Source: an optimization exercise on an open RTL-to-GDS flow (aim: small area). Production flows keep margins and buffers that such runs may drop. The RTL was checked by simulation tests, not by an equivalence proof against the original design. Power figures rest on the tool's default switching activity, not on a simulated workload.

$ cat design/flow/config.mk
export PLATFORM = sky130hd
export DESIGN_NAME = ascon_round
export DESIGN_NICKNAME = ascon_round
export VERILOG_FILES = /design/flow/design.v
export SDC_FILE = /design/flow/constraint.sdc
export NUM_CORES = 4
export LEC_CHECK = 0
export CAP_MARGIN = 20
export CORE_AREA = 5 5 555 555
export DIE_AREA = 0 0 560 560
export SLEW_MARGIN = 20
$ cat design/flow/constraint.sdc
create_clock -name core_clock -period 5.0 [get_ports {clk_i}]
set_input_delay 1.0000 -clock core_clock [delete_from_list [all_inputs] [get_ports {clk_i}]]
set_output_delay 1.0000 -clock core_clock [all_outputs]
set_load 0.01 [all_outputs]
$ cat design/flow/design.v
module DOM_and (clk_i, rst_i, A_X_i, B_X_i, A_Y_i, B_Y_i, Z_i, A_Q_o, B_Q_o);
    input clk_i; 
    input rst_i;
    input [31:0] A_X_i;
    input [31:0] B_X_i;
    input [31:0] A_Y_i; 
    input [31:0] B_Y_i; 
    input [31:0] Z_i;
    output [31:0] A_Q_o; 
    output [31:0] B_Q_o; 
    wire [31:0] AX_AY;
    wire [31:0] BX_BY;
    assign AX_AY = A_X_i & A_Y_i;
    assign BX_BY = B_X_i & B_Y_i;
    wire [31:0] AX_BY;
    wire [31:0] BX_AY;
    assign AX_BY = A_X_i & B_Y_i;
    assign BX_AY = B_X_i & A_Y_i;
    reg [31:0] AX_BY_Z0;
    reg [31:0] BX_AY_Z0;    
    always @(posedge clk_i) begin
        if(rst_i) begin
            AX_BY_Z0 <= 32'b0;
            BX_AY_Z0 <= 32'b0;
        end else begin
            AX_BY_Z0 <= AX_BY ^ Z_i;
            BX_AY_Z0 <= BX_AY ^ Z_i;
        end
    end
    assign A_Q_o = AX_BY_Z0 ^ AX_AY;
    assign B_Q_o = BX_AY_Z0 ^ BX_BY;
endmodule
module sbox (clk_i, rst_i, 
    lane0_A_i, lane0_B_i, 
    lane1_A_i, lane1_B_i, 
    lane2_A_i, lane2_B_i, 
    lane3_A_i, lane3_B_i, 
    lane4_A_i, lane4_B_i, 
    rand_i,
    lane0_A_o, lane0_B_o, 
    lane1_A_o, lane1_B_o, 
    lane2_A_o, lane2_B_o, 
    lane3_A_o, lane3_B_o, 
    lane4_A_o, lane4_B_o);
    input clk_i;
    input rst_i;
    input [159:0] rand_i;
    input [31:0] lane0_A_i, lane0_B_i;
    input [31:0] lane1_A_i, lane1_B_i;
    input [31:0] lane2_A_i, lane2_B_i;
    input [31:0] lane3_A_i, lane3_B_i;
    input [31:0] lane4_A_i, lane4_B_i;
    output [31:0] lane0_A_o, lane0_B_o;
    output [31:0] lane1_A_o, lane1_B_o;
    output [31:0] lane2_A_o, lane2_B_o;
    output [31:0] lane3_A_o, lane3_B_o;
    output [31:0] lane4_A_o, lane4_B_o;
    wire [31:0] lane0_A_d, lane0_B_d;
    wire [31:0] lane1_A_d, lane1_B_d;
    wire [31:0] lane2_A_d, lane2_B_d;
    wire [31:0] lane3_A_d, lane3_B_d;
    wire [31:0] lane4_A_d, lane4_B_d;
    assign lane0_A_d = lane0_A_i ^ lane4_A_i;
    assign lane0_B_d = lane0_B_i ^ lane4_B_i;
    assign lane1_A_d = lane1_A_i;
    assign lane1_B_d = lane1_B_i;
    assign lane4_A_d = lane4_A_i ^ lane3_A_i;
    assign lane4_B_d = lane4_B_i ^ lane3_B_i;
    assign lane3_A_d = lane3_A_i;
    assign lane3_B_d = lane3_B_i;
    assign lane2_A_d = lane2_A_i ^ lane1_A_i;
    assign lane2_B_d = lane2_B_i ^ lane1_B_i;
    reg [31:0] lane0_A_q, lane0_B_q;
    reg [31:0] lane1_A_q, lane1_B_q;
    reg [31:0] lane2_A_q, lane2_B_q;
    reg [31:0] lane3_A_q, lane3_B_q;
    reg [31:0] lane4_A_q, lane4_B_q;
    reg [159:0] rand_q;
    always @(posedge clk_i) begin
        if(rst_i) begin
            lane0_A_q <= 0;
            lane0_B_q <= 0;
            lane1_A_q <= 0;
            lane1_B_q <= 0;
            lane2_A_q <= 0;
            lane2_B_q <= 0;
            lane3_A_q <= 0;
            lane3_B_q <= 0;
            lane4_A_q <= 0;
            lane4_B_q <= 0;
            rand_q <= 0;
        end else begin
            lane0_A_q <= lane0_A_d;
            lane0_B_q <= lane0_B_d;
            lane1_A_q <= lane1_A_d;
            lane1_B_q <= lane1_B_d;
            lane2_A_q <= lane2_A_d;
            lane2_B_q <= lane2_B_d;
            lane3_A_q <= lane3_A_d;
            lane3_B_q <= lane3_B_d;
            lane4_A_q <= lane4_A_d;
            lane4_B_q <= lane4_B_d;
            rand_q <= rand_i;
        end
    end
    wire [31:0] n_lane0_A, n_lane0_B;
    wire [31:0] n_lane1_A, n_lane1_B;
    wire [31:0] n_lane2_A, n_lane2_B;
    wire [31:0] n_lane3_A, n_lane3_B;
    wire [31:0] n_lane4_A, n_lane4_B;
    assign n_lane0_A = ~lane0_A_q;
    assign n_lane1_A = ~lane1_A_q;
    assign n_lane2_A = ~lane2_A_q;
    assign n_lane3_A = ~lane3_A_q;
    assign n_lane4_A = ~lane4_A_q;
    assign n_lane0_B = lane0_B_q;
    assign n_lane1_B = lane1_B_q;
    assign n_lane2_B = lane2_B_q;
    assign n_lane3_B = lane3_B_q;
    assign n_lane4_B = lane4_B_q;
    wire [31:0] lanes_0_1_A, lanes_0_1_B;
    wire [31:0] lanes_1_2_A, lanes_1_2_B;
    wire [31:0] lanes_2_3_A, lanes_2_3_B;
    wire [31:0] lanes_3_4_A, lanes_3_4_B;
    wire [31:0] lanes_4_0_A, lanes_4_0_B;
    DOM_and dom_and0 (clk_i, rst_i, 
      n_lane0_A, n_lane0_B,
      lane1_A_q, lane1_B_q,
      rand_q[31:0], 
      lanes_0_1_A, lanes_0_1_B);
    DOM_and dom_and1 (clk_i, rst_i, 
      n_lane1_A, n_lane1_B,
      lane2_A_q, lane2_B_q,
      rand_q[63:32],
      lanes_1_2_A, lanes_1_2_B);
    DOM_and dom_and2 (clk_i, rst_i, 
      n_lane2_A, n_lane2_B,
      lane3_A_q, lane3_B_q,
      rand_q[95:64],
      lanes_2_3_A, lanes_2_3_B);
    DOM_and dom_and3 (clk_i, rst_i, 
      n_lane3_A, n_lane3_B,
      lane4_A_q, lane4_B_q,
      rand_q[127:96],
      lanes_3_4_A, lanes_3_4_B);
    DOM_and dom_and4 (clk_i, rst_i, 
      n_lane4_A, n_lane4_B,
      lane0_A_q, lane0_B_q,
      rand_q[159:128], 
      lanes_4_0_A, lanes_4_0_B);
    wire [31:0] lane0_A_tmp, lane0_B_tmp;
    wire [31:0] lane1_A_tmp, lane1_B_tmp;
    wire [31:0] lane2_A_tmp, lane2_B_tmp;
    wire [31:0] lane3_A_tmp, lane3_B_tmp;
    wire [31:0] lane4_A_tmp, lane4_B_tmp;
    assign lane0_A_tmp = lanes_1_2_A ^ lane0_A_q;
    assign lane0_B_tmp = lanes_1_2_B ^ lane0_B_q;
    assign lane1_A_tmp = lanes_2_3_A ^ lane1_A_q;
    assign lane1_B_tmp = lanes_2_3_B ^ lane1_B_q;
    assign lane2_A_tmp = lanes_3_4_A ^ lane2_A_q;
    assign lane2_B_tmp = lanes_3_4_B ^ lane2_B_q;
    assign lane3_A_tmp = lanes_4_0_A ^ lane3_A_q;
    assign lane3_B_tmp = lanes_4_0_B ^ lane3_B_q;
    assign lane4_A_tmp = lanes_0_1_A ^ lane4_A_q;
    assign lane4_B_tmp = lanes_0_1_B ^ lane4_B_q;  
    assign lane1_A_o = lane1_A_tmp ^ lane0_A_tmp;
    assign lane1_B_o = lane1_B_tmp ^ lane0_B_tmp;
    assign lane0_A_o = lane0_A_tmp ^ lane4_A_tmp;
    assign lane0_B_o = lane0_B_tmp ^ lane4_B_tmp;
    assign lane3_A_o = lane3_A_tmp ^ lane2_A_tmp;
    assign lane3_B_o = lane3_B_tmp ^ lane2_B_tmp;
    assign lane2_A_o = ~lane2_A_tmp;
    assign lane2_B_o = lane2_B_tmp;
    assign lane4_A_o = lane4_A_tmp;
    assign lane4_B_o = lane4_B_tmp;
endmodule
module lindiff(S0_A_i, S0_B_i, 
    S1_A_i, S1_B_i, 
    S2_A_i, S2_B_i, 
    S3_A_i, S3_B_i, 
    S4_A_i, S4_B_i, 
    S0_A_o, S0_B_o, 
    S1_A_o, S1_B_o, 
    S2_A_o, S2_B_o, 
    S3_A_o, S3_B_o, 
    S4_A_o, S4_B_o);
  input [63:0] S0_A_i, S0_B_i;
  input [63:0] S1_A_i, S1_B_i;
  input [63:0] S2_A_i, S2_B_i;
  input [63:0] S3_A_i, S3_B_i;
  input [63:0] S4_A_i, S4_B_i;
  output [63:0] S0_A_o, S0_B_o;
  output [63:0] S1_A_o, S1_B_o;
  output [63:0] S2_A_o, S2_B_o;
  output [63:0] S3_A_o, S3_B_o;
  output [63:0] S4_A_o, S4_B_o;
  wire [63:0] U0_A, U0_B;
  wire [63:0] U1_A, U1_B;
  wire [63:0] U2_A, U2_B;
  wire [63:0] U3_A, U3_B;
  wire [63:0] U4_A, U4_B;
  wire [63:0] U5_A, U5_B;
  wire [63:0] V0_A, V0_B;
  wire [63:0] V1_A, V1_B;
  wire [63:0] V2_A, V2_B;
  wire [63:0] V3_A, V3_B;
  wire [63:0] V4_A, V4_B;
  wire [63:0] V5_A, V5_B;
  assign U0_A = {S0_A_i[18:0], S0_A_i[63:19]};
  assign V0_A = {S0_A_i[27:0], S0_A_i[63:28]};
  assign S0_A_o = S0_A_i ^ U0_A ^ V0_A;
  assign U0_B = {S0_B_i[18:0], S0_B_i[63:19]};
  assign V0_B = {S0_B_i[27:0], S0_B_i[63:28]};
  assign S0_B_o = S0_B_i ^ U0_B ^ V0_B;
  assign U1_A = {S1_A_i[60:0], S1_A_i[63:61]};
  assign V1_A = {S1_A_i[38:0], S1_A_i[63:39]};
  assign S1_A_o = S1_A_i ^ U1_A ^ V1_A;
  assign U1_B = {S1_B_i[60:0], S1_B_i[63:61]};
  assign V1_B = {S1_B_i[38:0], S1_B_i[63:39]};
  assign S1_B_o = S1_B_i ^ U1_B ^ V1_B;
  assign U2_A = {S2_A_i[0], S2_A_i[63:1]};
  assign V2_A = {S2_A_i[5:0], S2_A_i[63:6]};
  assign S2_A_o = S2_A_i ^ U2_A ^ V2_A;
  assign U2_B = {S2_B_i[0], S2_B_i[63:1]};
  assign V2_B = {S2_B_i[5:0], S2_B_i[63:6]};
  assign S2_B_o = S2_B_i ^ U2_B ^ V2_B;
  assign U3_A = {S3_A_i[9:0], S3_A_i[63:10]};
  assign V3_A = {S3_A_i[16:0], S3_A_i[63:17]};
  assign S3_A_o = S3_A_i ^ U3_A ^ V3_A;
  assign U3_B = {S3_B_i[9:0], S3_B_i[63:10]};
  assign V3_B = {S3_B_i[16:0], S3_B_i[63:17]};
  assign S3_B_o = S3_B_i ^ U3_B ^ V3_B;
  assign U4_A = {S4_A_i[6:0], S4_A_i[63:7]};
  assign V4_A = {S4_A_i[40:0], S4_A_i[63:41]};
  assign S4_A_o = S4_A_i ^ U4_A ^ V4_A;
  assign U4_B = {S4_B_i[6:0], S4_B_i[63:7]};
  assign V4_B = {S4_B_i[40:0], S4_B_i[63:41]};
  assign S4_B_o = S4_B_i ^ U4_B ^ V4_B;
endmodule
module ascon_round (clk_i, rst_i, 
    S0_A_i, S0_B_i, 
    S1_A_i, S1_B_i, 
    S2_A_i, S2_B_i, 
    S3_A_i, S3_B_i, 
    S4_A_i, S4_B_i, 
    rand_i,
    S0_A_o, S0_B_o, 
    S1_A_o, S1_B_o, 
    S2_A_o, S2_B_o, 
    S3_A_o, S3_B_o, 
    S4_A_o, S4_B_o);
input [63:0] S0_A_i, S0_B_i;
input [63:0] S1_A_i, S1_B_i;
input [63:0] S2_A_i, S2_B_i;
input [63:0] S3_A_i, S3_B_i;
input [63:0] S4_A_i, S4_B_i;
input [320:0] rand_i;
input clk_i;
input rst_i;
output [63:0] S0_A_o, S0_B_o;
output [63:0] S1_A_o, S1_B_o;
output [63:0] S2_A_o, S2_B_o;
output [63:0] S3_A_o, S3_B_o;
output [63:0] S4_A_o, S4_B_o;
wire [63:0] T0_A, T0_B;
wire [63:0] T1_A, T1_B ;
wire [63:0] T2_A, T2_B ;
wire [63:0] T3_A, T3_B ;
wire [63:0] T4_A, T4_B;
sbox sbox_LSB (clk_i, rst_i, 
    S0_A_i[31:0], S0_B_i[31:0], 
    S1_A_i[31:0], S1_B_i[31:0],
    S2_A_i[31:0]^32'h4b, S2_B_i[31:0],
    S3_A_i[31:0], S3_B_i[31:0], 
    S4_A_i[31:0], S4_B_i[31:0], 
    rand_i[159:0],
    T0_A[31:0], T0_B[31:0], 
    T1_A[31:0], T1_B[31:0], 
    T2_A[31:0], T2_B[31:0], 
    T3_A[31:0], T3_B[31:0], 
    T4_A[31:0], T4_B[31:0]);
sbox sbox_MSB (clk_i, rst_i, 
    S0_A_i[63:32], S0_B_i[63:32], 
    S1_A_i[63:32], S1_B_i[63:32],
    S2_A_i[63:32],      
    S2_B_i[63:32],    
    S3_A_i[63:32], S3_B_i[63:32], 
    S4_A_i[63:32], S4_B_i[63:32], 
    rand_i[319:160],
    T0_A[63:32], T0_B[63:32], 
    T1_A[63:32], T1_B[63:32], 
    T2_A[63:32], T2_B[63:32], 
    T3_A[63:32], T3_B[63:32], 
    T4_A[63:32], T4_B[63:32]);
lindiff lin_LSB_MSB(
  T0_A, T0_B,
  T1_A, T1_B,
  T2_A, T2_B,
  T3_A, T3_B,
  T4_A, T4_B,
  S0_A_o, S0_B_o, 
  S1_A_o, S1_B_o, 
  S2_A_o, S2_B_o, 
  S3_A_o, S3_B_o, 
  S4_A_o, S4_B_o
  );
endmodule
$ cat design/flow/run.sh
#!/bin/bash
# synth_recipe.tcl (not shown) runs the flow's synth.tcl, then flattens the netlist and writes it again
# the make line also repeats each setting of config.mk as NAME=value (left out here)
make -C /OpenROAD-flow-scripts/flow DESIGN_CONFIG=/design/flow/config.mk WORK_HOME=/design/flow/orfs CLKGATE_MAP_FILE= SYNTH_SCRIPT=/design/flow/synth_recipe.tcl finish
==> impl_metrics.py <==
metrics = {
    "placement": {
        "io_buffers": 1601,
        "gp_congestion": 0.9869,
        "hpwl_mm": 469.4,
        "dp_slack_ns": 0.7798,
    },
    "cts": {
        "root_buffer": "clkbuf_16",
        "post_cts_buffers": 0,
        "clk_latency_ns": 0.88,
        "clk_pin_slew_ns": 0.06,
        "cts_buffers": 193,
        "cts_max_level": 4,
        "clockBufferDepth": 4,
        "clock_sinks": 1600,
        "cts_tree": "yes",
    },
    "global_routing": {
        "use_met3": 0.07556,
        "antenna_found_initial": 114,
        "grt_first_pass_wirelength_mm": 673.8,
        "grt_use_met2": 0.5294,
        "grt_pass1_vias": 66320,
        "grt_start_max_net_pins": 103,
        "grt_usage": 0.3271,
        "busiest_layer": "met2",
        "use_met1": 0.4075,
        "overflow": 0,
    },
    "finish": {
        "top_regs": "sbox_LSB.rand_q (160), sbox_MSB.rand_q (160)",
        "layout-drive-gt1-share": 0.09358,
        "fill_cells": 29830,
        "area_growth_pct": 36.61,
        "nNetsFinal": 11130,
    },
    "hold_path": {
        "whs_path_depth": 2,
        "min_path_type": "flip-flop to flip-flop",
        "hp-start": "sbox_LSB.rand_q[159]",
        "hold_end": "sbox_LSB.dom_and4.AX_BY_Z0[31]",
    },
    "sta": {
        "worst_pin_slew_ns": 1.269,
        "finalSetupTns_ns": 0,
        "layout_min_cycle_time_ns": 4.937,
        "rsz0062_at_grt": "false",
        "finClkSkew_ns": 0.06092,
        "min_period_over_period": 0.9874,
        "clock.fmax_mhz": 202.6,
        "finalMaxSlewViolations": 0,
        "slew_headroom": 0.1496,
        "final-setup-viol-count": 0,
        "hold_viol_final": 0,
        "worst_slack_ns": 0.06322,
    },
    "synth": {
        "synth_edf_count": 0,
        "synthArstFlopShare": 0,
        "ys.flop_type": "dfxtp_1",
        "synth_area_um2": 84620,
        "ys_seq_elements": 1600,
        "ys.warnings.count": 2,
        "synthCells": 8261,
        "synth_area_per_cell_um2": 10.24,
        "synth.distinct_cells": 19,
        "ys_seq_area_frac": 0.3785,
        "synth.net_count": 9224,
    },
    "setup_path": {
        "ff2ff_path_depth": 3,
        "criticalPathCategory": "flip-flop to primary output",
        "start_kind": "flip-flop",
        "r2r_slack_ns": 3.91,
        "crit_fanout": 5,
        "rr_endpoint": "sbox_MSB.dom_and1.BX_AY_Z0[1]",
        "endpoint_kind": "primary output",
        "worstPathArrival_ns": 3.94,
        "r2r_start": "sbox_MSB.lane1_B_q[1]",
        "required_ns": 4.00,
    },
    "drt": {
        "first_pass_iters": 5,
        "wl_per_cell_um": 37.15,
        "via_per_inst": 4.564,
        "drt_iter0_drc": 5932,
        "drc": 0,
        "detail-route-antenna-nets": 0,
        "wirelength_mm": 532.7,
        "via_count": 65460,
    },
    "power_and_ir_drop": {
        "leakagePower_nw": 46.91,
        "power_w": 0.06701,
        "ir_drop_mv": 0.3501,
        "powerDensity_nw_per_um2": 579.7,
    },
    "floorplan": {
        "start_util": 0.2802,
        "ioPinCount": 1603,
        "core_um2": 302000,
        "dieArea_um2": 313600,
        "rows": 202,
        "die_x_um": 560,
        "die_height_um": 560,
    },
    "outcome": {
        "status": "complete, no violations",
    },
    "job": {
        "max_cap_viol_count": 0,
    },
}
cell families (layout without fill, tap and decap cells):
| group | after synthesis | after routing | synth area share |
|---|---|---|---|
| AND/OR/NAND/NOR | 2688 | 2688 | 0.1498 |
| XOR/XNOR | 3539 | 3539 | 0.4372 |
| flip-flops | 1600 | 1600 | 0.3785 |
| other | 0 | 40 | 0 |
| multiplexers | 192 | 192 | 0.02271 |
| buffers and inverters | 242 | 2304 | 0.01171 |
per-stage QoR:
| stage | cell area (µm²) | instances | hold slack, ns | utilization |
|---|---|---|---|---|
| after floorplan | 84620 | 8261 | 0.4996 | - |
| after global placement | 108700 | 13950 | 0.5206 | 0.3598 |
| after detailed placement | 108700 | 13950 | 0.5190 | 0.3600 |
| after CTS | 115500 | 14300 | 0.4990 | 0.3823 |
| after global routing | 115500 | 14320 | 0.5100 | 0.3825 |
| final | 115600 | 14340 | 0.5110 | 0.3827 |
cell usage after synthesis (54+ instances only):
| cell | instances | area share |
|---|---|---|
| xor2_1 | 929 | 0.096 |
| xnor3_1 | 338 | 0.090 |
| nor2b_1 | 896 | 0.066 |
| nand2b_1 | 108 | 0.0080 |
| clkbuf_1 | 184 | 0.0082 |
| buf_2 | 54 | 0.0032 |
| dfxtp_1 | 1600 | 0.38 |
| nand2_1 | 448 | 0.020 |
| xnor2_1 | 2119 | 0.22 |
| nor2_1 | 1216 | 0.054 |
| mux2i_1 | 192 | 0.023 |
| xnor2_2 | 121 | 0.023 |
routing by layer:
| metal | up-vias | wire (µm) |
|---|---|---|
| li1 | 29230 | - |
| met1 | 32430 | 219900 |
| met2 | 3012 | 243800 |
| met3 | 739 | 37210 |
| met4 | 44 | 31530 |
| met5 | - | 262 |
cells in the final DEF, fill, tap and decap left out, drive strengths merged:
cell | Yosys | final
and2b | 13 | 13
buf | 58 | 357
bufinv | 0 | 31
clkbuf | 184 | 241
clkdlybuf4s50 | 0 | 1600
clkinv | 0 | 51
clkinvlp | 0 | 19
dfxtp | 1600 | 1600
diode | 0 | 40
inv | 0 | 5
mux2i | 192 | 192
nand2 | 448 | 448
nand2b | 108 | 108
nor2 | 1216 | 1216
nor2b | 896 | 896
or2b | 7 | 7
xnor2 | 2240 | 2240
xnor3 | 338 | 338
xor2 | 934 | 934
xor3 | 27 | 27
cell type report:
type | count | area [µm²] | area share
multi-input cells | 6419 | 52890 | 0.4575
flip-flops and latches | 1600 | 32030 | 0.2771
repair buffers | 1957 | 18880 | 0.1633
clock buffers | 241 | 5241 | 0.04534
well taps | 3978 | 4977 | 0.04306
clock inverters | 106 | 1481 | 0.01282
diodes | 40 | 100.1 | 0.0008659
what timing repair did:
item | 4_1_cts | 5_1_grt
gates cloned | 0 | 0
resized for setup | 4 | 1
setup endpoints to repair | 3 | 1
hold buffers | 0 | 0
power by group:
part | switching, W | leakage, nW | internal [W]
combinational | 0.0205 | 30.4 | 0.0166
clock | 0.00612 | 3.27 | 0.00906
sequential | 0.00109 | 13.3 | 0.0136
worst max-delay path, stage by stage (launching register included):
cell and delay, ns:
dfxtp_1 0.42, xor2_1 0.29, xnor3_1 0.81, xnor2_1 0.15, buf_4 0.21, xnor2_1 0.47
clkdlybuf4s50_1 0.69
worst max path at each step:
| stage | startpoint | end | slack [ns] | depth (start not counted) |
|---|---|---|---|---|
| 3_5_place_dp | sbox_MSB.lane2_B_q[7] | S3_B_o[39] | 0.78 | 5 |
| 5_1_grt | sbox_MSB.lane2_B_q[18] | S3_B_o[40] | 0.03 | 5 |
| 3_3_place_gp | sbox_MSB.lane2_B_q[7] | S3_B_o[39] | 0.74 | 5 |
| 6_report | sbox_LSB.lane2_B_q[22] | S3_B_o[12] | 0.06 | 6 |
| 2_1_floorplan | sbox_LSB.lane2_A_q[5] | S3_A_o[59] | 2.50 | 4 |
| 4_1_cts | sbox_MSB.lane2_A_q[18] | S2_A_o[50] | 0.007 | 6 |

-- afterwards: timing with drivers on the ports --
No port has a modelled driver above. Below, the same layout with a new extraction and two added sets of constraints.
Step 1: set_driving_cell puts a clkbuf_16 on clk_i and a buf_2 on each other input, an assumption about the parent block.
Step 2 moves the port delays by t, midway between the first and last clock arrival at a register: inputs arrive t later, outputs are due t later. That takes back most of the time a late clock gives input paths.
Slacks: ideal / step 1 / step 2; pairs: ideal / step 1.
t (ns): 0.951
setup slack, ns: 0.063 / -0.037 / 0.914
clock arrival spread, ns: 0.071 / 0.071
worst register clock-pin slew, ns: 0.07 / 0.07
After both steps this run still meets setup and hold. The setup slack of this run moves by -0.100 ns with the drivers and by +0.851 ns with both steps.
